From an optimization exercise on the open Yosys and OpenROAD flow, aimed at a short achievable clock period and few clock cycles; shortcuts taken in it are not production practice. Only simulation tests tie the RTL to the original design; equivalence was not proved. Power figures rest on the tool's default switching activity, not on a simulated workload.

==> flow/design.v <==
package pipeline_types_pkg;
  typedef struct packed {
    logic [31:0] instr;
    logic [31:0] pc_plus4;
  } id_pipe_t;
  typedef struct packed {
    logic        we_reg;
    logic [1:0]  dm2reg;
    logic        we_dm;
    logic [1:0]  rf_awd_src;
    logic [2:0]  alu_ctrl;
    logic        alu_src;
    logic [1:0]  reg_dst;
    logic        hilo_we;
    logic [31:0] rd1_rf;
    logic [31:0] rd2_rf;
    logic [31:0] sext_imm;
    logic [4:0]  rs;
    logic [4:0]  rt;
    logic [4:0]  rd;
    logic [4:0]  shamt;
    logic [31:0] pc_plus4;
  } exe_pipe_t;
  typedef struct packed {
    logic [31:0] alu_out;
    logic [31:0] lowd_rf;
    logic [31:0] hiwd_rf;
    logic [4:0]  rf_wa;
    logic        we_reg;
    logic [1:0]  dm2reg;
    logic        we_dm;
    logic [1:0]  rf_awd_src;
    logic [31:0] wd_dm;
    logic [31:0] pc_plus4;
  } mem_pipe_t;
  typedef struct packed {
    logic [31:0] rd_dm;
    logic [31:0] awd_rf;
    logic        we_reg;
    logic [1:0]  dm2reg;
    logic [4:0]  rf_wa;
    logic [31:0] pc_plus4;
  } wb_pipe_t;
endpackage
module adder #(
    parameter int WIDTH = 32
) (
    input  wire [WIDTH-1:0] a,
    input  wire [WIDTH-1:0] b,
    output wire [WIDTH-1:0] y
);
  assign y = a + b;
endmodule
module alu #(
    parameter int WIDTH = 32
) (
    input  wire [      2:0] op,
    input  wire [WIDTH-1:0] a,
    input  wire [WIDTH-1:0] b,
    input  wire [      4:0] shamt,
    output wire             zero,
    output reg  [WIDTH-1:0] y
);
  assign zero = (y == 0);
  always_comb begin
    case (op)
      3'b010:  y = a + b;   
      3'b110:  y = a - b;   
      3'b000:  y = a & b;   
      3'b001:  y = a | b;   
      3'b111:  y = ($signed(a) < $signed(b)) ? 32'd1 : 32'd0;   
      3'b100:  y = b << shamt;   
      3'b101:  y = b >> shamt;   
      default: y = 'x;
    endcase
  end
endmodule
module down_cnt #(
    parameter int WIDTH = 32
) (
    input clk,
    input en,
    input load_cnt,
    input [WIDTH-1:0] d,
    output reg [WIDTH-1:0] q
);
  always @(posedge clk) begin
    if (load_cnt) q <= d;
    else if (en) q <= q - 1;
  end
endmodule
module dreg #(
    parameter int WIDTH = 32
) (
    input wire clk,
    input wire rst,
    input wire clr,
    input wire en,
    input wire [WIDTH-1:0] d,
    output reg [WIDTH-1:0] q
);
  always @(posedge clk) begin
    if (rst) q <= 0;
    else if (clr && en) q <= 0;
    else if (en) q <= d;
  end
endmodule
module mult #(
    parameter int WIDTH = 32
) (
    input wire [WIDTH-1:0] a,
    input wire [WIDTH-1:0] b,
    output wire [(WIDTH*2)-1:0] y
);
  assign y = a * b;
endmodule
module mux2 #(
    parameter int WIDTH = 32
) (
    input  wire             sel,
    input  wire [WIDTH-1:0] a,
    input  wire [WIDTH-1:0] b,
    output wire [WIDTH-1:0] y
);
  assign y = (sel) ? b : a;
endmodule
module mux3 #(
    parameter int WIDTH = 32
) (
    input  wire [      1:0] sel,
    input  wire [WIDTH-1:0] a,
    input  wire [WIDTH-1:0] b,
    input  wire [WIDTH-1:0] c,
    output wire [WIDTH-1:0] y
);
  assign y = (sel == 2'd2) ? c : (sel == 2'd1) ? b : a;
endmodule
module mux4 #(
    parameter int WIDTH = 32
) (
    input  wire [      1:0] sel,
    input  wire [WIDTH-1:0] a,
    input  wire [WIDTH-1:0] b,
    input  wire [WIDTH-1:0] c,
    input  wire [WIDTH-1:0] d,
    output wire [WIDTH-1:0] y
);
  assign y = (sel == 2'd3) ? d : (sel == 2'd2) ? c : (sel == 2'd1) ? b : a;
endmodule
module signext #(
    parameter int INWIDTH  = 16,
    parameter int OUTWIDTH = 32
) (
    input  wire [ INWIDTH-1:0] a,
    output wire [OUTWIDTH-1:0] y
);
  localparam int EXTBITS = OUTWIDTH - INWIDTH;
  assign y = {{EXTBITS{a[INWIDTH-1]}}, a};
endmodule
module maindec (
    input  wire [5:0] opcode,
    output wire       we_reg,
    output wire [1:0] reg_dst,   
    output wire       alu_src,   
    output wire       branch,
    output wire       we_dm,
    output wire [1:0] dm2reg,    
    output wire       jump,
    output wire [1:0] alu_op
);
  localparam logic [1:0] REGDSTRT = 2'b00;
  localparam logic [1:0] REGDSTRD = 2'b01;
  localparam logic [1:0] REGDSTRA = 2'b10;
  localparam logic [1:0] DM2REGALU = 2'b00;
  localparam logic [1:0] DM2REGDM = 2'b01;
  localparam logic [1:0] DM2REGPC4 = 2'b10;
  localparam logic [1:0] ALUOPADD = 2'b00;
  localparam logic [1:0] ALUOPSUB = 2'b01;
  localparam logic [1:0] ALUOPFUNCT = 2'b10;
  localparam logic WREGEN = 1'b1;
  localparam logic ALUSRCREG = 1'b0;
  localparam logic ALUSRCIMM = 1'b1;
  localparam logic BRANCHEN = 1'b1;
  localparam logic WDMEN = 1'b1;
  localparam logic JUMPEN = 1'b1;
  reg [10:0] ctrl;
  assign {we_reg, reg_dst, alu_src, branch, we_dm, dm2reg, jump, alu_op} = ctrl;
  always_comb begin
    case (opcode)
      6'b00_0000:   
      ctrl = {WREGEN, REGDSTRD, ALUSRCREG, !BRANCHEN, !WDMEN, DM2REGALU, !JUMPEN, ALUOPFUNCT};
      6'b10_0011:   
      ctrl = {WREGEN, REGDSTRT, ALUSRCIMM, !BRANCHEN, !WDMEN, DM2REGDM, !JUMPEN, ALUOPADD};
      6'b10_1011:   
      ctrl = {!WREGEN, REGDSTRT, ALUSRCIMM, !BRANCHEN, WDMEN, DM2REGALU, !JUMPEN, ALUOPADD};
      6'b00_0100:   
      ctrl = {!WREGEN, REGDSTRT, ALUSRCREG, BRANCHEN, !WDMEN, DM2REGALU, !JUMPEN, ALUOPSUB};
      6'b00_1000:   
      ctrl = {WREGEN, REGDSTRT, ALUSRCIMM, !BRANCHEN, !WDMEN, DM2REGALU, !JUMPEN, ALUOPADD};
      6'b00_0010:   
      ctrl = {!WREGEN, REGDSTRT, ALUSRCREG, !BRANCHEN, !WDMEN, DM2REGALU, JUMPEN, ALUOPADD};
      6'b00_0011:   
      ctrl = {WREGEN, REGDSTRA, ALUSRCREG, !BRANCHEN, !WDMEN, DM2REGPC4, JUMPEN, ALUOPADD};
      default: ctrl = 11'bx_xx_x_x_x_xx_x_xx;
    endcase
  end
endmodule
module auxdec (
    input  wire [1:0] alu_op,
    input  wire [5:0] funct,
    output wire [2:0] alu_ctrl,     
    output wire [1:0] rf_awd_src,   
    output wire       hilo_we,      
    output wire       j_src         
);
  localparam logic [2:0] ALUADD = 3'b010;
  localparam logic [2:0] ALUSUB = 3'b110;
  localparam logic [2:0] ALUAND = 3'b000;
  localparam logic [2:0] ALUOR = 3'b001;
  localparam logic [2:0] ALUSLT = 3'b111;
  localparam logic [2:0] ALUSLL = 3'b100;
  localparam logic [2:0] ALUSRL = 3'b101;
  localparam logic [1:0] RFAWDALU = 2'b00;
  localparam logic [1:0] RFAWDHI = 2'b01;
  localparam logic [1:0] RFAWDLO = 2'b10;
  localparam logic HILOEN = 1'b1;
  localparam logic JNEXTPC = 1'b0;
  localparam logic JREG = 1'b1;
  reg [6:0] ctrl;
  assign {alu_ctrl, rf_awd_src, hilo_we, j_src} = ctrl;
  always_comb begin
    case (alu_op)
      2'b00:   
      ctrl = {ALUADD, RFAWDALU, !HILOEN, JNEXTPC};
      2'b01:   
      ctrl = {ALUSUB, RFAWDALU, !HILOEN, JNEXTPC};
      2'b10:   
      case (funct)
        6'b10_0000:   
        ctrl = {ALUADD, RFAWDALU, !HILOEN, JNEXTPC};
        6'b10_0010:   
        ctrl = {ALUSUB, RFAWDALU, !HILOEN, JNEXTPC};
        6'b10_0100:   
        ctrl = {ALUAND, RFAWDALU, !HILOEN, JNEXTPC};
        6'b10_0101:   
        ctrl = {ALUOR, RFAWDALU, !HILOEN, JNEXTPC};
        6'b10_1010:   
        ctrl = {ALUSLT, RFAWDALU, !HILOEN, JNEXTPC};
        6'b00_0000:   
        ctrl = {ALUSLL, RFAWDALU, !HILOEN, JNEXTPC};
        6'b00_0010:   
        ctrl = {ALUSRL, RFAWDALU, !HILOEN, JNEXTPC};
        6'b01_1001:   
        ctrl = {ALUAND, RFAWDALU, HILOEN, JNEXTPC};
        6'b01_0000:   
        ctrl = {ALUAND, RFAWDHI, !HILOEN, JNEXTPC};
        6'b01_0010:   
        ctrl = {ALUAND, RFAWDLO, !HILOEN, JNEXTPC};
        6'b00_1000:   
        ctrl = {ALUAND, RFAWDALU, !HILOEN, JREG};
        default: ctrl = 7'bxxx_xx_x_x;
      endcase
      default: ctrl = 7'bxxx_xx_x_x;
    endcase
  end
endmodule
module controlunit (
    input  wire [5:0] opcode,
    output wire       we_reg,
    output wire [1:0] reg_dst,
    output wire       alu_src,
    output wire       branch,
    output wire       we_dm,
    output wire [1:0] dm2reg,
    output wire       jump,
    input  wire [5:0] funct,
    output wire [2:0] alu_ctrl,
    output wire [1:0] rf_awd_src,
    output wire       hilo_we,
    output wire       j_src
);
  wire [1:0] alu_op;
  maindec md (
      .opcode (opcode),
      .we_reg (we_reg),
      .reg_dst(reg_dst),
      .alu_src(alu_src),
      .branch (branch),
      .we_dm  (we_dm),
      .dm2reg (dm2reg),
      .alu_op (alu_op),
      .jump   (jump)
  );
  auxdec ad (
      .alu_op    (alu_op),
      .funct     (funct),
      .alu_ctrl  (alu_ctrl),
      .rf_awd_src(rf_awd_src),
      .hilo_we   (hilo_we),
      .j_src     (j_src)
  );
endmodule
module hazardunit (
    input wire [4:0] rse,
    input wire [4:0] rte,
    input wire [4:0] rf_wae,
    input wire [4:0] rf_wam,
    input wire [4:0] rf_waw,
    input wire       we_rege,
    input wire       we_regm,
    input wire       we_regw,
    input wire       lw_dm2rege,
    input wire [1:0] dm2regm,
    input wire [ 4:0] rsd,
    input wire [ 4:0] rtd,
    input wire        branch,
    input wire        j_src,
    output wire       stall_f,
    output wire [1:0] forward_ae,
    output wire [1:0] forward_be,
    output wire       forward_ad,
    output wire       forward_bd,
    output wire       stall_d,
    output wire       flush_e
);
  assign forward_ae =   
      ((rse != 5'd0) && (rse == rf_wam) && we_regm) ? 2'b10 :   
      ((rse != 5'd0) && (rse == rf_waw) && we_regw) ? 2'b01 :   
      2'b00;
  assign forward_be =
        ((rte != 5'd0) && (rte == rf_wam) && we_regm) ? 2'b10 :
        ((rte != 5'd0) && (rte == rf_waw) && we_regw) ? 2'b01 :
        2'b00;
  assign forward_ad =   
      (rsd != 5'd0) && (rsd == rf_wam) && we_regm;
  assign forward_bd = (rtd != 5'd0) && (rtd == rf_wam) && we_regm;
  wire lwstall =  
    ((rsd == rte) || (rtd == rte)) && lw_dm2rege;
  wire branchstall =
        (branch && we_rege &&  
            ((rsd == rf_wae) || (rtd == rf_wae))) ||
        (branch && (dm2regm[0] || dm2regm[1]) &&  
            ((rsd == rf_wam) || (rtd == rf_wam)));
  wire jrstall =
        (j_src && we_rege && (rsd == rf_wae)) ||
        (j_src && (dm2regm[0] || dm2regm[1]) && (rsd == rf_wam));
  wire stall_all = lwstall || branchstall || jrstall;
  assign stall_f = stall_all;
  assign stall_d = stall_all;
  assign flush_e = stall_all;
endmodule
module pipeline (
    input wire clk,
    input wire rst,
    input wire [31:0] awd_rf,
    input wire [31:0] rd_dm,
    input wire [ 4:0] rf_wa,
    input wire [31:0] hiwd_rf,
    input wire [31:0] lowd_rf,
    input wire [31:0] alu_out,
    input wire [31:0] wd_rf,
    input wire [31:0] sext_imm,
    input wire [31:0] rd2_rf,
    input wire [31:0] rd1_rf,
    input wire [31:0] pc_plus4,
    input wire [31:0] instr,
    input wire       hilo_we,
    input wire [1:0] reg_dst,
    input wire       alu_src,
    input wire [2:0] alu_ctrl,
    input wire [1:0] rf_awd_src,
    input wire       we_dm,
    input wire [1:0] dm2reg,
    input wire       we_reg,
    input wire       jump,
    input wire       j_src,
    input wire       branch,
    input wire       stall_d,
    input wire       forward_ad,
    input wire       forward_bd,
    input wire       flush_e,
    input wire [1:0] forward_ae,
    input wire [1:0] forward_be,
    output wire [31:0] instrd,
    output wire [31:0] pc_plus4d,
    output wire [31:0] rd1_rfd,
    output wire pc_src,
    output wire [31:0] sext_imme,
    output wire [ 4:0] rse,
    output wire [ 4:0] rte,
    output wire [ 4:0] rde,
    output wire [ 4:0] shamte,
    output wire [31:0] alu_pae,
    output wire [31:0] wd_dme,
    output wire        we_rege,
    output wire [ 1:0] dm2rege,
    output wire [ 2:0] alu_ctrle,
    output wire        alu_srce,
    output wire [ 1:0] reg_dste,
    output wire        hilo_wee,
    output wire [31:0] alu_outm,
    output wire [31:0] lowd_rfm,
    output wire [31:0] hiwd_rfm,
    output wire [ 4:0] rf_wam,
    output wire [31:0] wd_dmm,
    output wire        we_regm,
    output wire [ 1:0] dm2regm,
    output wire        we_dmm,
    output wire [ 1:0] rf_awd_srcm,
    output wire [31:0] rd_dmw,
    output wire [31:0] awd_rfw,
    output wire [ 4:0] rf_waw,
    output wire [31:0] pc_plus4w,
    output wire        we_regw,
    output wire [ 1:0] dm2regw
);
  localparam int IdW = 64;
  localparam int ExeW = 161;
  localparam int MemW = 171;
  localparam int WbW = 104;
  pipeline_types_pkg::id_pipe_t id_next, id_current;
  pipeline_types_pkg::exe_pipe_t exe_next, exe_current;
  pipeline_types_pkg::mem_pipe_t mem_next, mem_current;
  pipeline_types_pkg::wb_pipe_t wb_next, wb_current;
  logic [IdW-1:0] id_next_flat, id_current_flat;
  logic [ExeW-1:0] exe_next_flat, exe_current_flat;
  logic [MemW-1:0] mem_next_flat, mem_current_flat;
  logic [WbW-1:0] wb_next_flat, wb_current_flat;
  wire        we_dme;
  wire [31:0] rd2_rfd;
  wire        cmp_out;
  wire [ 1:0] rf_awd_srce;
  wire [31:0] pc_plus4e;
  wire [31:0] rd1_rfe;
  wire [31:0] rd2_rfe;
  wire [31:0] pc_plus4m;
  wire [31:0] fwd_m;
  always_comb begin
    id_next.instr    = instr;   
    id_next.pc_plus4 = pc_plus4;   
  end
  assign instrd    = id_current.instr;
  assign pc_plus4d = id_current.pc_plus4;
  assign cmp_out   = rd1_rfd == rd2_rfd;
  assign pc_src    = branch && cmp_out;
  assign id_next_flat = id_next;
  assign id_current   = id_current_flat;
  dreg #(IdW) id (
      .en (!stall_d),
      .rst(rst),
      .clr(jump | j_src | pc_src),
      .clk(clk),
      .d  (id_next_flat),
      .q  (id_current_flat)
  );
  assign fwd_m = (dm2regm == 2'b10) ? pc_plus4m : awd_rf;
  mux2 #(32) rd1_rf_mux (
      .sel(forward_ad),
      .a  (rd1_rf),
      .b  (fwd_m),
      .y  (rd1_rfd)
  );
  mux2 #(32) rd2_rf_mux (
      .sel(forward_bd),
      .a  (rd2_rf),
      .b  (fwd_m),
      .y  (rd2_rfd)
  );
  always_comb begin
    exe_next.we_reg     = we_reg;   
    exe_next.dm2reg     = dm2reg;   
    exe_next.we_dm      = we_dm;   
    exe_next.rf_awd_src = rf_awd_src;   
    exe_next.alu_ctrl   = alu_ctrl;   
    exe_next.alu_src    = alu_src;   
    exe_next.reg_dst    = reg_dst;   
    exe_next.hilo_we    = hilo_we;   
    exe_next.sext_imm   = sext_imm;   
    exe_next.rd1_rf     = rd1_rfd;   
    exe_next.rd2_rf     = rd2_rfd;   
    exe_next.rs         = instrd[25:21];   
    exe_next.rt         = instrd[20:16];   
    exe_next.rd         = instrd[15:11];   
    exe_next.shamt      = instrd[10:6];   
    exe_next.pc_plus4   = pc_plus4d;   
  end
  assign we_rege     = exe_current.we_reg;
  assign dm2rege     = exe_current.dm2reg;
  assign we_dme      = exe_current.we_dm;
  assign rf_awd_srce = exe_current.rf_awd_src;
  assign alu_ctrle   = exe_current.alu_ctrl;
  assign alu_srce    = exe_current.alu_src;
  assign reg_dste    = exe_current.reg_dst;
  assign hilo_wee    = exe_current.hilo_we;
  assign sext_imme   = exe_current.sext_imm;
  assign rd1_rfe     = exe_current.rd1_rf;
  assign rd2_rfe     = exe_current.rd2_rf;
  assign rse         = exe_current.rs;
  assign rte         = exe_current.rt;
  assign rde         = exe_current.rd;
  assign shamte      = exe_current.shamt;
  assign pc_plus4e   = exe_current.pc_plus4;
  assign exe_next_flat = exe_next;
  assign exe_current   = exe_current_flat;
  dreg #(ExeW) exe (
      .en (1'b1),
      .rst(rst),
      .clr(flush_e),
      .clk(clk),
      .d  (exe_next_flat),
      .q  (exe_current_flat)
  );
  mux3 #(32) rd1_rfe_mux (
      .sel(forward_ae),
      .a  (rd1_rfe),
      .b  (wd_rf),
      .c  (fwd_m),
      .y  (alu_pae)
  );
  mux3 #(32) rd2_rfe_mux (
      .sel(forward_be),
      .a  (rd2_rfe),
      .b  (wd_rf),
      .c  (fwd_m),
      .y  (wd_dme)
  );
  always_comb begin
    mem_next.alu_out    = alu_out;   
    mem_next.lowd_rf    = lowd_rf;   
    mem_next.hiwd_rf    = hiwd_rf;   
    mem_next.rf_wa      = rf_wa;   
    mem_next.we_reg     = we_rege;   
    mem_next.dm2reg     = dm2rege;   
    mem_next.we_dm      = we_dme;   
    mem_next.rf_awd_src = rf_awd_srce;   
    mem_next.pc_plus4   = pc_plus4e;   
    mem_next.wd_dm      = wd_dme;   
  end
  assign alu_outm    = mem_current.alu_out;
  assign lowd_rfm    = mem_current.lowd_rf;
  assign hiwd_rfm    = mem_current.hiwd_rf;
  assign rf_wam      = mem_current.rf_wa;
  assign we_regm     = mem_current.we_reg;
  assign dm2regm     = mem_current.dm2reg;
  assign we_dmm      = mem_current.we_dm;
  assign rf_awd_srcm = mem_current.rf_awd_src;
  assign wd_dmm      = mem_current.wd_dm;
  assign pc_plus4m   = mem_current.pc_plus4;
  assign mem_next_flat = mem_next;
  assign mem_current   = mem_current_flat;
  dreg #(MemW) mem (
      .en (1'b1),
      .rst(rst),
      .clr(1'b0),
      .clk(clk),
      .d  (mem_next_flat),
      .q  (mem_current_flat)
  );
  always_comb begin
    wb_next.rd_dm    = rd_dm;   
    wb_next.awd_rf   = awd_rf;   
    wb_next.we_reg   = we_regm;   
    wb_next.dm2reg   = dm2regm;   
    wb_next.rf_wa    = rf_wam;   
    wb_next.pc_plus4 = pc_plus4m;   
  end
  assign rd_dmw    = wb_current.rd_dm;
  assign awd_rfw   = wb_current.awd_rf;
  assign we_regw   = wb_current.we_reg;
  assign dm2regw   = wb_current.dm2reg;
  assign rf_waw    = wb_current.rf_wa;
  assign pc_plus4w = wb_current.pc_plus4;
  assign wb_next_flat = wb_next;
  assign wb_current   = wb_current_flat;
  dreg #(WbW) wb (
      .en (1'b1),
      .rst(rst),
      .clr(1'b0),
      .clk(clk),
      .d  (wb_next_flat),
      .q  (wb_current_flat)
  );
endmodule
module regfile (
    input  wire        clk,
    input  wire        rst,
    input  wire        we,
    input  wire [ 4:0] ra1,
    input  wire [ 4:0] ra2,
    input  wire [ 4:0] ra3,
    input  wire [ 4:0] wa,
    input  wire [31:0] wd,
    output logic [31:0] rd1,
    output logic [31:0] rd2,
    output logic [31:0] rd3
);
  reg [31:0] rf[32];
  integer i;
  always @(posedge clk) begin
    if (rst) begin
      for (i = 0; i < 32; i = i + 1)
        rf[i] <= 32'b0;
      rf[29] <= 32'h100;  
    end
    else if (we && wa != 0) begin
      rf[wa] <= wd;
    end
  end
  always_comb begin
    rd1 = (ra1 == 0) ? 32'b0 : rf[ra1];
    rd2 = (ra2 == 0) ? 32'b0 : rf[ra2];
    rd3 = (ra3 == 0) ? 32'b0 : rf[ra3];
    if (we && (wa != 0) && (wa == ra1)) rd1 = wd;
    if (we && (wa != 0) && (wa == ra2)) rd2 = wd;
    if (we && (wa != 0) && (wa == ra3)) rd3 = wd;
  end
endmodule
module datapath (
    input wire clk,
    input wire rst,
    input wire [31:0] awd_rfw,
    input wire [31:0] rd_dmw,
    input wire [ 4:0] rte,
    input wire [ 4:0] rde,
    input wire [25:0] targetd,  
    input wire [15:0] immd,  
    input wire [ 4:0] ra1d,  
    input wire [ 4:0] ra2d,  
    input wire [ 4:0] ra3,
    input wire [31:0] rd1_rfd,
    input wire [31:0] pc_plus4d,
    input wire [31:0] pc_plus4w,
    input wire [31:0] alu_pae,
    input wire [31:0] wd_dme,
    input wire [31:0] sext_imme,
    input wire [ 4:0] rf_waw,
    input wire [31:0] alu_outm,
    input wire [31:0] hiwd_rfm,
    input wire [31:0] lowd_rfm,
    input wire [ 4:0] shamte,
    input wire       hilo_wee,
    input wire       alu_srce,
    input wire [2:0] alu_ctrle,
    input wire [1:0] rf_awd_srcm,
    input wire [1:0] dm2regw,
    input wire [1:0] reg_dste,
    input wire       we_regw,
    input wire       pc_src,
    input wire       jump,
    input wire       j_src,
    input wire stall_f,
    output wire [31:0] lowd_rf,
    output wire [31:0] hiwd_rf,
    output wire [31:0] alu_out,
    output wire [31:0] awd_rf,
    output wire [31:0] wd_rf,
    output wire [ 4:0] rf_wa,
    output wire [31:0] sext_imm,
    output wire [31:0] rd3,
    output wire [31:0] rd2_rf,
    output wire [31:0] rd1_rf,
    output wire [31:0] pc_plus4,
    output wire [31:0] pc_current
);
  wire [63:0] mult_out;
  wire [31:0] alu_pb;
  wire [31:0] ba;
  wire [31:0] bta;
  wire [31:0] jta;
  wire [31:0] pc_pre_jmp;
  wire [31:0] pc_pre_jr;
  wire [31:0] pc_next;
  assign ba  = {sext_imm[29:0], 2'b0};
  assign jta = {pc_plus4d[31:28], targetd, 2'b0};
  mult #(32) mult (
      .a(alu_pae),
      .b(wd_dme),
      .y(mult_out)
  );
  dreg #(32) lo (
      .en (hilo_wee),
      .rst(rst),
      .clr(1'b0),
      .clk(clk),
      .d  (mult_out[31:0]),
      .q  (lowd_rf)
  );
  dreg #(32) hi (
      .en (hilo_wee),
      .rst(rst),
      .clr(1'b0),
      .clk(clk),
      .d  (mult_out[63:32]),
      .q  (hiwd_rf)
  );
  mux2 #(32) alu_pb_mux (
      .sel(alu_srce),
      .a  (wd_dme),
      .b  (sext_imme),
      .y  (alu_pb)
  );
  alu #(32) alu (
      .op   (alu_ctrle),
      .a    (alu_pae),
      .b    (alu_pb),
      .shamt(shamte),
      .zero (),
      .y    (alu_out)
  );
  mux3 #(32) rf_awd_mux (
      .sel(rf_awd_srcm),
      .a  (alu_outm),
      .b  (hiwd_rfm),
      .c  (lowd_rfm),
      .y  (awd_rf)
  );
  mux3 #(32) rf_mwd_mux (
      .sel(dm2regw),
      .a  (awd_rfw),
      .b  (rd_dmw),
      .c  (pc_plus4w),
      .y  (wd_rf)
  );
  mux3 #(5) rf_wa_mux (
      .sel(reg_dste),
      .a  (rte),
      .b  (rde),
      .c  (5'd31),
      .y  (rf_wa)
  );
  signext #(
      .INWIDTH (16),
      .OUTWIDTH(32)
  ) se (
      .a(immd),
      .y(sext_imm)
  );
  regfile rf (
      .rst(rst),
      .clk(clk),
      .we (we_regw),
      .rd3(rd3),
      .ra1(ra1d),
      .ra2(ra2d),
      .ra3(ra3),
      .wa (rf_waw),
      .wd (wd_rf),
      .rd1(rd1_rf),
      .rd2(rd2_rf)
  );
  adder #(32) pc_plus_4 (
      .a(pc_current),
      .b(32'd4),
      .y(pc_plus4)
  );
  adder #(32) pc_plus_br (
      .a(pc_plus4d),
      .b(ba),
      .y(bta)
  );
  mux2 #(32) pc_src_mux (
      .sel(pc_src),
      .a  (pc_plus4),
      .b  (bta),
      .y  (pc_pre_jmp)
  );
  mux2 #(32) pc_jmp_mux (
      .sel(jump),
      .a  (pc_pre_jmp),
      .b  (jta),
      .y  (pc_pre_jr)
  );
  mux2 #(32) pc_jr_mux (
      .sel(j_src),
      .a  (pc_pre_jr),
      .b  (rd1_rfd),
      .y  (pc_next)
  );
  dreg #(32) pc_reg (
      .en (!stall_f),
      .rst(rst),
      .clr(1'b0),
      .clk(clk),
      .d  (pc_next),
      .q  (pc_current)
  );
endmodule
module mips_core (
    input wire        clk,
    input wire        rst,
    input wire [ 4:0] ra3,
    input wire [31:0] instr,
    input wire [31:0] rd_dm,
    output wire [31:0] alu_out,
    output wire [31:0] wd_dm,
    output wire        we_dm,
    output wire [31:0] pc_current,
    output wire [31:0] rd3
);
  wire [31:0] instrd;
  wire        branch;
  wire [ 1:0] reg_dst;
  wire        we_reg;
  wire        alu_src;
  wire [ 1:0] dm2reg;
  wire [ 2:0] alu_ctrl;
  wire [ 1:0] rf_awd_src;
  wire        hilo_we;
  wire        we_dm_cu;
  wire        jump;
  wire        j_src;
  wire [31:0] pc_plus4;
  wire [31:0] rd1_rf;
  wire [31:0] rd2_rf;
  wire [31:0] sext_imm;
  wire [31:0] wd_rf;
  wire [31:0] alu_out_dp;
  wire [31:0] lowd_rf;
  wire [31:0] hiwd_rf;
  wire [ 4:0] rf_wa;
  wire [31:0] awd_rf;
  wire        hilo_wee;
  wire        alu_srce;
  wire [ 2:0] alu_ctrle;
  wire [ 1:0] rf_awd_srcm;
  wire [ 1:0] dm2regw;
  wire [ 1:0] reg_dste;
  wire        we_regw;
  wire        pc_src;
  wire [ 4:0] shamte;
  wire [31:0] lowd_rfm;
  wire [31:0] hiwd_rfm;
  wire [ 4:0] rf_waw;
  wire [31:0] sext_imme;
  wire [31:0] wd_dme;
  wire [31:0] alu_pae;
  wire [31:0] pc_plus4w;
  wire [31:0] pc_plus4d;
  wire [31:0] rd1_rfd;
  wire [ 4:0] rde;
  wire [ 4:0] rte;
  wire [31:0] rd_dmw;
  wire [31:0] awd_rfw;
  wire        stall_f;
  wire [ 1:0] forward_ae;
  wire [ 1:0] forward_be;
  wire        forward_ad;
  wire        forward_bd;
  wire        stall_d;
  wire        flush_e;
  wire [ 4:0] rse;
  wire [ 4:0] rf_wam;
  wire        we_rege;
  wire        we_regm;
  wire [ 1:0] dm2rege;
  wire [ 1:0] dm2regm;
  controlunit cu (
      .opcode(instrd[31:26]),
      .funct (instrd[5:0]),
      .branch    (branch),
      .reg_dst   (reg_dst),
      .we_reg    (we_reg),
      .alu_src   (alu_src),
      .dm2reg    (dm2reg),
      .alu_ctrl  (alu_ctrl),
      .rf_awd_src(rf_awd_src),
      .hilo_we   (hilo_we),
      .we_dm     (we_dm_cu),
      .jump      (jump),
      .j_src     (j_src)
  );
  datapath dp (
      .clk        (clk),
      .rst        (rst),
      .jump       (jump),
      .j_src      (j_src),
      .hilo_wee   (hilo_wee),
      .alu_srce   (alu_srce),
      .alu_ctrle  (alu_ctrle),
      .rf_awd_srcm(rf_awd_srcm),
      .dm2regw    (dm2regw),
      .reg_dste   (reg_dste),
      .we_regw    (we_regw),
      .pc_src     (pc_src),
      .shamte     (shamte),
      .lowd_rfm   (lowd_rfm),
      .hiwd_rfm   (hiwd_rfm),
      .alu_outm   (alu_out),
      .rf_waw     (rf_waw),
      .sext_imme  (sext_imme),
      .wd_dme     (wd_dme),
      .alu_pae    (alu_pae),
      .pc_plus4w  (pc_plus4w),
      .pc_plus4d  (pc_plus4d),
      .rd1_rfd    (rd1_rfd),
      .rde        (rde),
      .rte        (rte),
      .rd_dmw     (rd_dmw),
      .awd_rfw    (awd_rfw),
      .stall_f    (stall_f),
      .targetd    (instrd[25:0]),
      .immd       (instrd[15:0]),
      .ra1d       (instrd[25:21]),
      .ra2d       (instrd[20:16]),
      .ra3        (ra3),
      .pc_plus4  (pc_plus4),
      .rd1_rf    (rd1_rf),
      .rd2_rf    (rd2_rf),
      .sext_imm  (sext_imm),
      .wd_rf     (wd_rf),
      .alu_out   (alu_out_dp),
      .lowd_rf   (lowd_rf),
      .hiwd_rf   (hiwd_rf),
      .rf_wa     (rf_wa),
      .awd_rf    (awd_rf),
      .pc_current(pc_current),
      .rd3       (rd3)
  );
  hazardunit hu (
      .stall_f   (stall_f),
      .forward_ae(forward_ae),
      .forward_be(forward_be),
      .forward_ad(forward_ad),
      .forward_bd(forward_bd),
      .stall_d   (stall_d),
      .flush_e   (flush_e),
      .rf_waw    (rf_waw),
      .we_regw   (we_regw),
      .rse       (rse),
      .rte       (rte),
      .rf_wae    (rf_wa),
      .rf_wam    (rf_wam),
      .we_rege   (we_rege),
      .we_regm   (we_regm),
      .lw_dm2rege(dm2rege[0]),
      .dm2regm   (dm2regm),
      .rsd       (instrd[25:21]),
      .rtd       (instrd[20:16]),
      .branch    (branch),
      .j_src     (j_src)
  );
  pipeline pl (
      .clk       (clk),
      .rst       (rst),
      .instr     (instr),
      .rd_dm     (rd_dm),
      .branch    (branch),
      .reg_dst   (reg_dst),
      .we_reg    (we_reg),
      .alu_src   (alu_src),
      .dm2reg    (dm2reg),
      .alu_ctrl  (alu_ctrl),
      .rf_awd_src(rf_awd_src),
      .hilo_we   (hilo_we),
      .we_dm     (we_dm_cu),
      .jump      (jump),
      .j_src     (j_src),
      .pc_plus4  (pc_plus4),
      .rd1_rf    (rd1_rf),
      .rd2_rf    (rd2_rf),
      .sext_imm  (sext_imm),
      .wd_rf     (wd_rf),
      .alu_out   (alu_out_dp),
      .lowd_rf   (lowd_rf),
      .hiwd_rf   (hiwd_rf),
      .awd_rf    (awd_rf),
      .rf_wa     (rf_wa),
      .forward_ae(forward_ae),
      .forward_be(forward_be),
      .forward_ad(forward_ad),
      .forward_bd(forward_bd),
      .stall_d   (stall_d),
      .flush_e   (flush_e),
      .alu_outm   (alu_out),
      .wd_dmm     (wd_dm),
      .we_dmm     (we_dm),
      .instrd     (instrd),
      .hilo_wee   (hilo_wee),
      .alu_srce   (alu_srce),
      .alu_ctrle  (alu_ctrle),
      .rf_awd_srcm(rf_awd_srcm),
      .dm2regw    (dm2regw),
      .reg_dste   (reg_dste),
      .pc_src     (pc_src),
      .shamte     (shamte),
      .lowd_rfm   (lowd_rfm),
      .hiwd_rfm   (hiwd_rfm),
      .sext_imme  (sext_imme),
      .wd_dme     (wd_dme),
      .alu_pae    (alu_pae),
      .pc_plus4w  (pc_plus4w),
      .pc_plus4d  (pc_plus4d),
      .rd1_rfd    (rd1_rfd),
      .rde        (rde),
      .rd_dmw     (rd_dmw),
      .awd_rfw    (awd_rfw),
      .rte        (rte),
      .we_regw    (we_regw),
      .rf_waw     (rf_waw),
      .rse        (rse),
      .rf_wam     (rf_wam),
      .we_rege    (we_rege),
      .we_regm    (we_regm),
      .dm2regm    (dm2regm),
      .dm2rege    (dm2rege)
  );
endmodule
module dmem (
    input  wire        clk,
    input  wire        we,
    input  wire [ 5:0] a,
    input  wire [31:0] d,
    output wire [31:0] q,
    input  wire        rst
);
  reg [31:0] ram[64];
  integer i;
  always @(posedge clk) begin
    if (rst) begin
      for (i = 0; i < 32; i = i + 1)
        ram[i] <= 32'hFFFFFFFF;
    end
    else if (we) begin
      ram[a] <= d;
    end
  end
  assign q = ram[a];
endmodule
module fact_ad (
    input  wire [1:0] a,
    input  wire       we,
    output reg        we1,
    output reg        we2,
    output wire [1:0] rdsel
);
  always_comb begin
    case (a)
      2'b00: begin
        we1 = we;
        we2 = 1'b0;
      end
      2'b01: begin
        we1 = 1'b0;
        we2 = we;
      end
      2'b10: begin
        we1 = 1'b0;
        we2 = 1'b0;
      end
      2'b11: begin
        we1 = 1'b0;
        we2 = 1'b0;
      end
      default: begin
        we1 = 1'bx;
        we2 = 1'bx;
      end
    endcase
  end
  assign rdsel = a;
endmodule
module fact_cu (
    input clk,
    input rst,
    input go,
    input gt_in,
    input gt_fact,
    output reg load_cnt,
    output reg en,
    output reg sel_1,
    output reg load_reg,
    output reg sel_2,
    output reg done,
    output reg error
);
  localparam logic [2:0]
    S0 = 3'd0,
    S1 = 3'd1,
    S2 = 3'd2,
    S3 = 3'd3,
    S4 = 3'd4;
  reg [2:0] cs, ns;
  always @(posedge clk) begin
    if (rst) cs <= S0;
    else cs <= ns;
  end
  always_comb begin
    ns = cs;
    load_cnt = 1'b0;
    en = 1'b0;
    sel_1 = 1'b0;
    load_reg = 1'b0;
    sel_2 = 1'b0;
    done = 1'b0;
    error = 1'b0;
    case (cs)
      S0: begin
        if (!go) begin
          ns = S0;
          done = 1'b1;
          sel_2 = 1'b1;
        end else if (gt_in) begin
          ns = S0;
          done = 1'b1;
          error = 1'b1;
        end else begin
          ns = S1;
          load_cnt = 1'b1;
          load_reg = 1'b1;
        end
      end
      S1: begin
        ns = S2;
        sel_1 = 1'b1;
        load_reg = 1'b1;
      end
      S2: begin
        if (gt_fact) begin
          ns = S4;
          en = 1'b1;
          sel_1 = 1'b1;
        end else begin
          ns   = S3;
          done = 1'b1;
        end
      end
      S3: begin
        ns = S0;
        sel_2 = 1'b1;
        done = 1'b1;
      end
      S4: begin
        ns = S2;
        sel_1 = 1'b1;
        load_reg = 1'b1;
      end
      default: ns = S0;
    endcase
  end
endmodule
module fact_dp #(
    parameter int WIDTH = 32
) (
    input clk,
    input rst,
    input load_cnt,
    input en,
    input sel_1,
    input load_reg,
    input sel_2,
    input [WIDTH-1:0] n,
    output gt_in,
    output gt_fact,
    output [WIDTH-1:0] nf
);
  wire [WIDTH-1:0] n_internal;
  wire [WIDTH-1:0] curr_prod;
  wire [(WIDTH*2)-1:0] mul_prod;
  wire [WIDTH-1:0] next_prod;
  assign gt_in = n > 12;
  assign gt_fact = n_internal > 1;
  assign mul_prod = curr_prod * n_internal;
  assign next_prod = (sel_1) ? mul_prod[31:0] : 1;
  assign nf = (sel_2) ? curr_prod : 0;
  down_cnt #(
      .WIDTH(WIDTH)
  ) cnt (
      .clk(clk),
      .en(en),
      .load_cnt(load_cnt),
      .d(n),
      .q(n_internal)
  );
  dreg #(
      .WIDTH(WIDTH)
  ) register (
      .clk(clk),
      .rst(rst),
      .clr(1'b0),
      .en (load_reg),
      .d  (next_prod),
      .q  (curr_prod)
  );
endmodule
module fact #(
    parameter int WIDTH = 32
) (
    input clk,
    input rst,
    input [WIDTH-1:0] n,
    input go,
    output done,
    output err,
    output [WIDTH-1:0] nf
);
  wire load_cnt;
  wire en;
  wire sel_1;
  wire load_reg;
  wire sel_2;
  wire gt_in;
  wire gt_fact;
  fact_cu cu (
      .clk(clk),
      .rst(rst),
      .go(go),
      .gt_in(gt_in),
      .gt_fact(gt_fact),
      .load_cnt(load_cnt),
      .en(en),
      .sel_1(sel_1),
      .load_reg(load_reg),
      .sel_2(sel_2),
      .done(done),
      .error(err)
  );
  fact_dp #(
      .WIDTH(WIDTH)
  ) dp (
      .clk(clk),
      .rst(rst),
      .load_cnt(load_cnt),
      .en(en),
      .sel_1(sel_1),
      .load_reg(load_reg),
      .sel_2(sel_2),
      .n(n),
      .gt_in(gt_in),
      .gt_fact(gt_fact),
      .nf(nf)
  );
endmodule
module fact_top (
    input clk,
    input rst,
    input [1:0] a,
    input we,
    input [3:0] wd,
    output [31:0] rd
);
  wire we2;
  wire we1;
  wire [1:0] rdsel;
  wire [31:0] n_curr;
  wire go_curr;
  wire go_pulse_curr;
  wire done_next, err_next;
  wire [31:0] nf_next;
  wire done_curr, err_curr;
  wire [31:0] nf_curr;
  wire we2_and_we0 = we2 & wd[0];
  fact_ad fact_ad (
      .a(a),
      .we(we),
      .we2(we2),
      .we1(we1),
      .rdsel(rdsel)
  );
  dreg #(32) n_reg (
      .d  ({28'b0, wd}),
      .en (we1),
      .rst(rst),
      .clr(1'b0),
      .clk(clk),
      .q  (n_curr)
  );
  dreg #(1) go_reg (
      .d  (wd[0]),
      .en (we2),
      .rst(rst),
      .clr(1'b0),
      .clk(clk),
      .q  (go_curr)
  );
  dreg #(1) go_pulse_reg (
      .d  (we2_and_we0),
      .en (1'b1),
      .rst(rst),
      .clr(1'b0),
      .clk(clk),
      .q  (go_pulse_curr)
  );
  fact #(32) fact (
      .n(n_curr),
      .go(go_pulse_curr),
      .rst(rst),
      .clk(clk),
      .done(done_next),
      .err(err_next),
      .nf(nf_next)
  );
  dreg #(1) done_reg (
      .d  (done_next),
      .en (1'b1),
      .rst(we2_and_we0),
      .clr(1'b0),
      .clk(clk),
      .q  (done_curr)
  );
  dreg #(1) err_reg (
      .d  (err_next),
      .en (1'b1),
      .rst(we2_and_we0),
      .clr(1'b0),
      .clk(clk),
      .q  (err_curr)
  );
  dreg #(32) res_reg (
      .d  (nf_next),
      .en (done_next),
      .rst(rst),
      .clr(1'b0),
      .clk(clk),
      .q  (nf_curr)
  );
  mux4 #(32) rd_mux (
      .a  (n_curr),
      .b  ({31'b0, go_curr}),
      .c  ({30'b0, err_curr, done_curr}),
      .d  (nf_curr),
      .sel(rdsel),
      .y  (rd)
  );
endmodule
module gpio_ad (
    input  wire [1:0] a,
    input  wire       we,
    output reg        we1,
    output reg        we2,
    output wire [1:0] rdsel
);
  always_comb begin
    case (a)
      2'b00: begin
        we1 = 1'b0;
        we2 = 1'b0;
      end
      2'b01: begin
        we1 = 1'b0;
        we2 = 1'b0;
      end
      2'b10: begin
        we1 = we;
        we2 = 1'b0;
      end
      2'b11: begin
        we1 = 1'b0;
        we2 = we;
      end
      default: begin
        we1 = 1'bx;
        we2 = 1'bx;
      end
    endcase
  end
  assign rdsel = a;
endmodule
module gpio_top (
    input clk,
    input rst,
    input [1:0] a,
    input we,
    input [31:0] wd,
    input [31:0] gpi1,
    input [31:0] gpi2,
    output [31:0] rd,
    output [31:0] gpo1,
    output [31:0] gpo2
);
  wire we2;
  wire we1;
  wire [1:0] rdsel;
  gpio_ad gpio_ad (
      .a(a),
      .we(we),
      .we2(we2),
      .we1(we1),
      .rdsel(rdsel)
  );
  dreg #(32) gpo1_reg (
      .d  (wd),
      .en (we1),
      .rst(rst),
      .clr(1'b0),
      .clk(clk),
      .q  (gpo1)
  );
  dreg #(32) gpo2_reg (
      .d  (wd),
      .en (we2),
      .rst(rst),
      .clr(1'b0),
      .clk(clk),
      .q  (gpo2)
  );
  mux4 #(32) rd_mux (
      .a  (gpi1),
      .b  (gpi2),
      .c  (gpo1),
      .d  (gpo2),
      .sel(rdsel),
      .y  (rd)
  );
endmodule
module mips_ad (
    input  wire [31:0] a,
    input  wire        we,
    output reg         we1,
    output reg         we2,
    output reg         wem,
    output reg  [ 1:0] rdsel
);
  always_comb begin
    casez (a)
      32'h000000??: begin
        we1   = 1'b0;
        we2   = 1'b0;
        wem   = we;
        rdsel = 2'b00;
      end
      32'h000008??: begin
        we1   = we;
        we2   = 1'b0;
        wem   = 1'b0;
        rdsel = 2'b10;
      end
      32'h000009??: begin
        we1   = 1'b0;
        we2   = we;
        wem   = 1'b0;
        rdsel = 2'b11;
      end
      default: begin
        we1   = 1'b0;
        we2   = 1'b0;
        wem   = 1'b0;
        rdsel = 2'b00;
      end
    endcase
  end
endmodule
module mips_soc (
    input wire        clk,
    input wire        rst,
    input wire [ 4:0] ra3,
    input wire [31:0] gpi1,
    input wire [31:0] gpi2,
    input wire [31:0] instr,
    output wire [31:0] rd3,
    output wire [31:0] pc_current,
    output wire        we_dm,
    output wire [31:0] wd_dm,
    output wire [31:0] alu_out,
    output wire [31:0] gpo1,
    output wire [31:0] gpo2
);
  wire we2;
  wire we1;
  wire wem;
  wire [1:0] rdsel;
  wire [31:0] rd_fact;
  wire [31:0] rd_gpio;
  wire [31:0] rd;
  wire [31:0] rd_dm;
  mips_core mips (
      .clk       (clk),
      .rst       (rst),
      .ra3       (ra3),
      .pc_current(pc_current),
      .instr     (instr),
      .alu_out   (alu_out),
      .wd_dm     (wd_dm),
      .we_dm     (we_dm),
      .rd_dm     (rd),
      .rd3       (rd3)
  );
  mips_ad mips_ad (
      .a(alu_out),
      .we(we_dm),
      .we2(we2),
      .we1(we1),
      .wem(wem),
      .rdsel(rdsel)
  );
  dmem dmem (
      .clk(clk),
      .rst(rst),
      .we (wem),
      .a  (alu_out[7:2]),
      .d  (wd_dm),
      .q  (rd_dm)
  );
  fact_top fact (
      .clk(clk),
      .rst(rst),
      .a  (alu_out[3:2]),
      .we (we1),
      .wd (wd_dm[3:0]),
      .rd (rd_fact)
  );
  gpio_top gpio (
      .clk(clk),
      .rst(rst),
      .a(alu_out[3:2]),
      .we(we2),
      .wd(wd_dm),
      .gpi1(gpi1),
      .gpi2(gpi2),
      .rd(rd_gpio),
      .gpo1(gpo1),
      .gpo2(gpo2)
  );
  mux4 #(32) rd_mux (
      .sel(rdsel),
      .a  (rd_dm),
      .b  (rd_dm),
      .c  (rd_fact),
      .d  (rd_gpio),
      .y  (rd)
  );
endmodule
==> flow/run.sh <==
#!/bin/bash
# synth_recipe.tcl (not shown) runs the flow's synth.tcl, then flattens the netlist and writes it again
# the make line also repeats each setting of config.mk as NAME=value (left out here)
make -C /OpenROAD-flow-scripts/flow DESIGN_CONFIG=/design/flow/config.mk WORK_HOME=/design/flow/orfs CLKGATE_MAP_FILE= SYNTH_SCRIPT=/design/flow/synth_recipe.tcl finish
==> flow/config.mk <==
export PLATFORM = sky130hd
export DESIGN_NAME = mips_soc
export DESIGN_NICKNAME = mips_soc
export VERILOG_FILES = /design/flow/design.v
export SDC_FILE = /design/flow/constraint.sdc
export NUM_CORES = 4
export LEC_CHECK = 0
export CAP_MARGIN = 20
export CORE_MARGIN = 2
export CORE_UTILIZATION = 40
export SLEW_MARGIN = 20
==> flow/constraint.sdc <==
create_clock -name core_clock -period 14.0 [get_ports {clk}]
set_input_delay 2.8000 -clock core_clock [delete_from_list [all_inputs] [get_ports {clk}]]
set_output_delay 2.8000 -clock core_clock [all_outputs]
set_load 0.01 [all_outputs]
==> run summary <==
[final cells by class]
type / count / area, um^2 / area share, %
antenna: 37 / 92.6 / 0.0355
clock buffer: 533 / 11200 / 4.29
clock inverter: 242 / 2520 / 0.966
inverter: 1505 / 5660 / 2.17
multi-input combinational: 12200 / 116000 / 44.6
sequential: 3822 / 108000 / 41.3
tap: 7782 / 9740 / 3.73
timing repair buffer: 891 / 7670 / 2.94
[state kept, by name, indices dropped and copies added, names as in the netlist, 64 cells and up, named ones only]
| register | count |
|---|---|
| mips.pl.mem.q | 171 |
| mips.pl.wb.q | 104 |
| mips.pl.exe.q | 134 |
| dmem.ram | 2048 |
| mips.dp.rf.rf | 1024 |
| mips.pl.id.q | 64 |
[worst max-delay path, delay by kind of cell, from the launching register on]
| kind | cells | cell delay (ns) |
|---|---|---|
| adder cells (fa/ha/maj) | 9 | 4.46 |
| AO/OA/AOI/OAI | 11 | 3.84 |
| buffers and inverters | 7 | 1.50 |
| AND/OR/NAND/NOR | 7 | 1.45 |
| flip-flops | 1 | 0.70 |
| XOR/XNOR | 1 | 0.14 |
[layer usage]
layer / track usage, % / routed length, um / vias to the layer above
li1: - / - / 67900
met1: 39.8 / 339000 / 86400
met2: 44.8 / 396000 / 11400
met3: 10.4 / 125000 / 2270
met4: 16.2 / 60900 / 48
met5: 0.268 / 563 / -
[where the power goes]
group,leakage [nW],total (mW),switching (mW),internal (mW)
logic,50.7,9.89,6.65,3.24
registers,33.1,13.0,0.471,12.5
clock network,6.69,11.3,4.89,6.36
total,90.5,34.1,12.0,22.1
[cells by family (layout without fill, tap and decap cells)]
group           after synthesis  in the layout
mux                        2079           2079
simple gates               5858           5858
compound gates             2083           2083
fa+ha+maj                  1821           1821
flops                      3822           3822
buf+inv                    3234           3171
xor+xnor                    341            341
other cells                   1             69
[worst max-delay path by stage]
stage / to / from / slack, ns
floorplan: mips.dp.hi.q[29] / mips.pl.exe.q[45] / 3.96
global placement: mips.dp.hi.q[29] / mips.pl.wb.q[37] / 2.04
detailed placement: mips.dp.hi.q[30] / mips.pl.wb.q[37] / 2.10
CTS: mips.dp.hi.q[30] / mips.pl.wb.q[37] / 2.08
global route: mips.dp.hi.q[30] / mips.pl.wb.q[37] / 1.43
finish: mips.dp.hi.q[30] / mips.pl.wb.q[37] / 1.73
[through the flow]
step | util [%] | std cells | worst slack (ns) | hold WS [ns] | instance area, um^2
4_1_cts | 44.6 | 27000 | 2.08 | 0.434 | 261000
2_1_floorplan | - | 19300 | 3.96 | 0.414 | 235000
3_5_place_dp | 42.2 | 26200 | 2.10 | 0.420 | 247000
5_1_grt | 44.6 | 27000 | 1.43 | 0.447 | 261000
3_3_place_gp | 42.2 | 26200 | 2.04 | 0.422 | 247000
6_report | 44.6 | 27000 | 1.73 | 0.429 | 261000
[cell usage in the layout (no fill, tap or decap), types with 379 or more instances in the layout]
| cell type | synthesis | final |
|---|---|---|
| a21oi_1 | 459 | 432 |
| buf_4 | 107 | 577 |
| clkbuf_16 | 0 | 422 |
| dfxtp_1 | 718 | 660 |
| edfxtp_1 | 3104 | 3104 |
| fa_1 | 1307 | 1307 |
| ha_1 | 514 | 514 |
| inv_1 | 1491 | 1486 |
| mux2i_1 | 590 | 574 |
| mux4_2 | 1364 | 1364 |
| nand2_1 | 1508 | 1436 |
| nor2_1 | 2389 | 2347 |
| o21ai_0 | 420 | 379 |
| or3_1 | 1053 | 1051 |
==> reports/summary.txt <==
Status -> timing/DRC/antenna clean
Synth Area in Compound Gates -> 5.93%
Sequential fraction of the synthesis area -> 45.8%
Drt drc -> 0
GPL Wtd Cong -> 1.03
HPWL Detailed -> 611000 um
DR vias -> 168k
Worst vdd ir -> 149 uV
Final hold viol count -> 0
Hold depth -> 1
Post-synthesis simple-gate area fraction -> 11.4%
Die width -> 770 um
H-tree depth -> 5
Hold buffers post-CTS -> 0
Ys async rst share -> 0%
RSZ-0062 raised after global routing -> no
First-pass GRT wire length -> 1290000 um
Hold worst-path end -> mips.pl.mem.q[0]
Final nets -> 20.8k
CTS tree -> done
Initial DRC count -> 24.6k
Total CTS buffers -> 413
Post-synthesis mux area share -> 16.2%
Cell Area, Synth -> 0.235 mm^2
Post-synth top area share -> 39.7%
WL/cell -> 34.1 um
Worst Skew -> 0.130 ns
Die H -> 770 um
Number of I/O port buffers -> 295
Routed Antenna Nets -> 0
Vias in the first global route -> 164k
Most used cell, CP -> fa_1
Crit end category -> flip-flop
CP max FO -> 20
Area delta synth->final -> 11.1%
Crit path required time -> 14.87 ns
Post-CTS Setup Inserts -> 0
CP Class -> flip-flop to flip-flop
Die ar. -> 0.593 mm^2
Max-cap violations -> 0
Starting Density -> 40.1%
FF-to-FF Start -> mips.pl.wb.q[37]
Total wire length -> 921000 um
Cell count of the worst reg-to-reg path -> 35
Max-slew violations -> 0
Overflow left after global routing -> 0
Post-synthesis adder-cell area fraction -> 13.9%
Clk slew on worst S/H paths -> 0.06 ns
Crit path largest cell delay -> 0.85 ns
Count of cell types in the netlist -> 104
Initial DRT Pass Iterations -> 7
CTS Buffer Depth -> 4
Period utilisation layout -> 87.7%
Final Setup Violations -> 0
Synth Area per Inst -> 12.2 um^2
Hold Crit Class -> flip-flop to flip-flop
Filler cell count -> 53.2k
Highest Clock Rate -> 81.5 MHz
Leak -> 90.5 nW
Via density -> 6.21
Post-synth EDFFs -> 3104
Layout cells sized above 1 -> 16.4%
Top Ports -> 296
Worst Tran Pin Value -> 1.35 ns
Row cnt -> 281
Top_reg_cell synth -> edfxtp_1
Post-Synthesis Cells -> 19.2k
Core ar. -> 0.585 mm^2
Final Critical Period -> 12.27 ns
Yosys reg bits -> 3822
Slew Limit Headroom -> 8.91%
TNS Setup -> 0 ns
PwrDens -> 131 mW/mm^2
Most numerous cell in the Yosys netlist -> edfxtp_1
Largest family of logic cells by synthesized area -> multiplexers
FF-to-FF setup slack -> 1.73 ns
Commonest cells post-synth -> edfxtp_1, nor2_1, nand2_1, inv_1, mux4_2
Count of clock tree sinks -> 3822
Worst hold start -> mips.pl.exe.q[0]
CTS resizes -> 0
Antenna violations before repair -> 89
Startpoint types -> flip-flop
Post-synth top area cell -> edfxtp_1
YS warnings -> 17
Worst r2r dst -> mips.dp.hi.q[30]
Root Buffer -> clkbuf_16
Synth Area in XOR/XNOR -> 1.27%
Slowest stage cell, crit path -> a21bo_1
Total GRT Usage -> 30.5%
Largest net degree at the start of global routing -> 218
Synth area leaders -> edfxtp_1, mux4_2, fa_1
Worst Path Arrival -> 13.15 ns
Clock latency on the worst-skew pair -> 1.09 ns
Tot Pwr -> 34.1 mW
Testbench counts, summed over its fixed seeds: cycles 36,958.

## static timing again, ports no longer ideal
How much do the figures lean on ideal ports? The routed layout below was timed once more, with nothing changed but the port constraints.
Step 1 sets driving cells, clkbuf_16 on the clock port and buf_2 on the other inputs (assumed; they add their load-dependent delay and slew).
Step 2, shift: input delay + t, output delay - t, t = (earliest + latest rising clock arrival at the registers) / 2. This alone moves slack from input paths to output paths.
Slacks: ideal / step 1 / step 2; pairs: ideal / step 1.
t, ns: 1.151
slack for setup (ns): 1.729 / 1.729 / 1.729
latest minus earliest clock arrival (ns): 0.136 / 0.136
worst data-port slew with drivers (ns): 0.28
pins driven straight from the clock port: 1
After both steps setup and hold are still met in this run. The setup slack of this run moves by 0.000 ns with the drivers and by 0.000 ns with both steps.
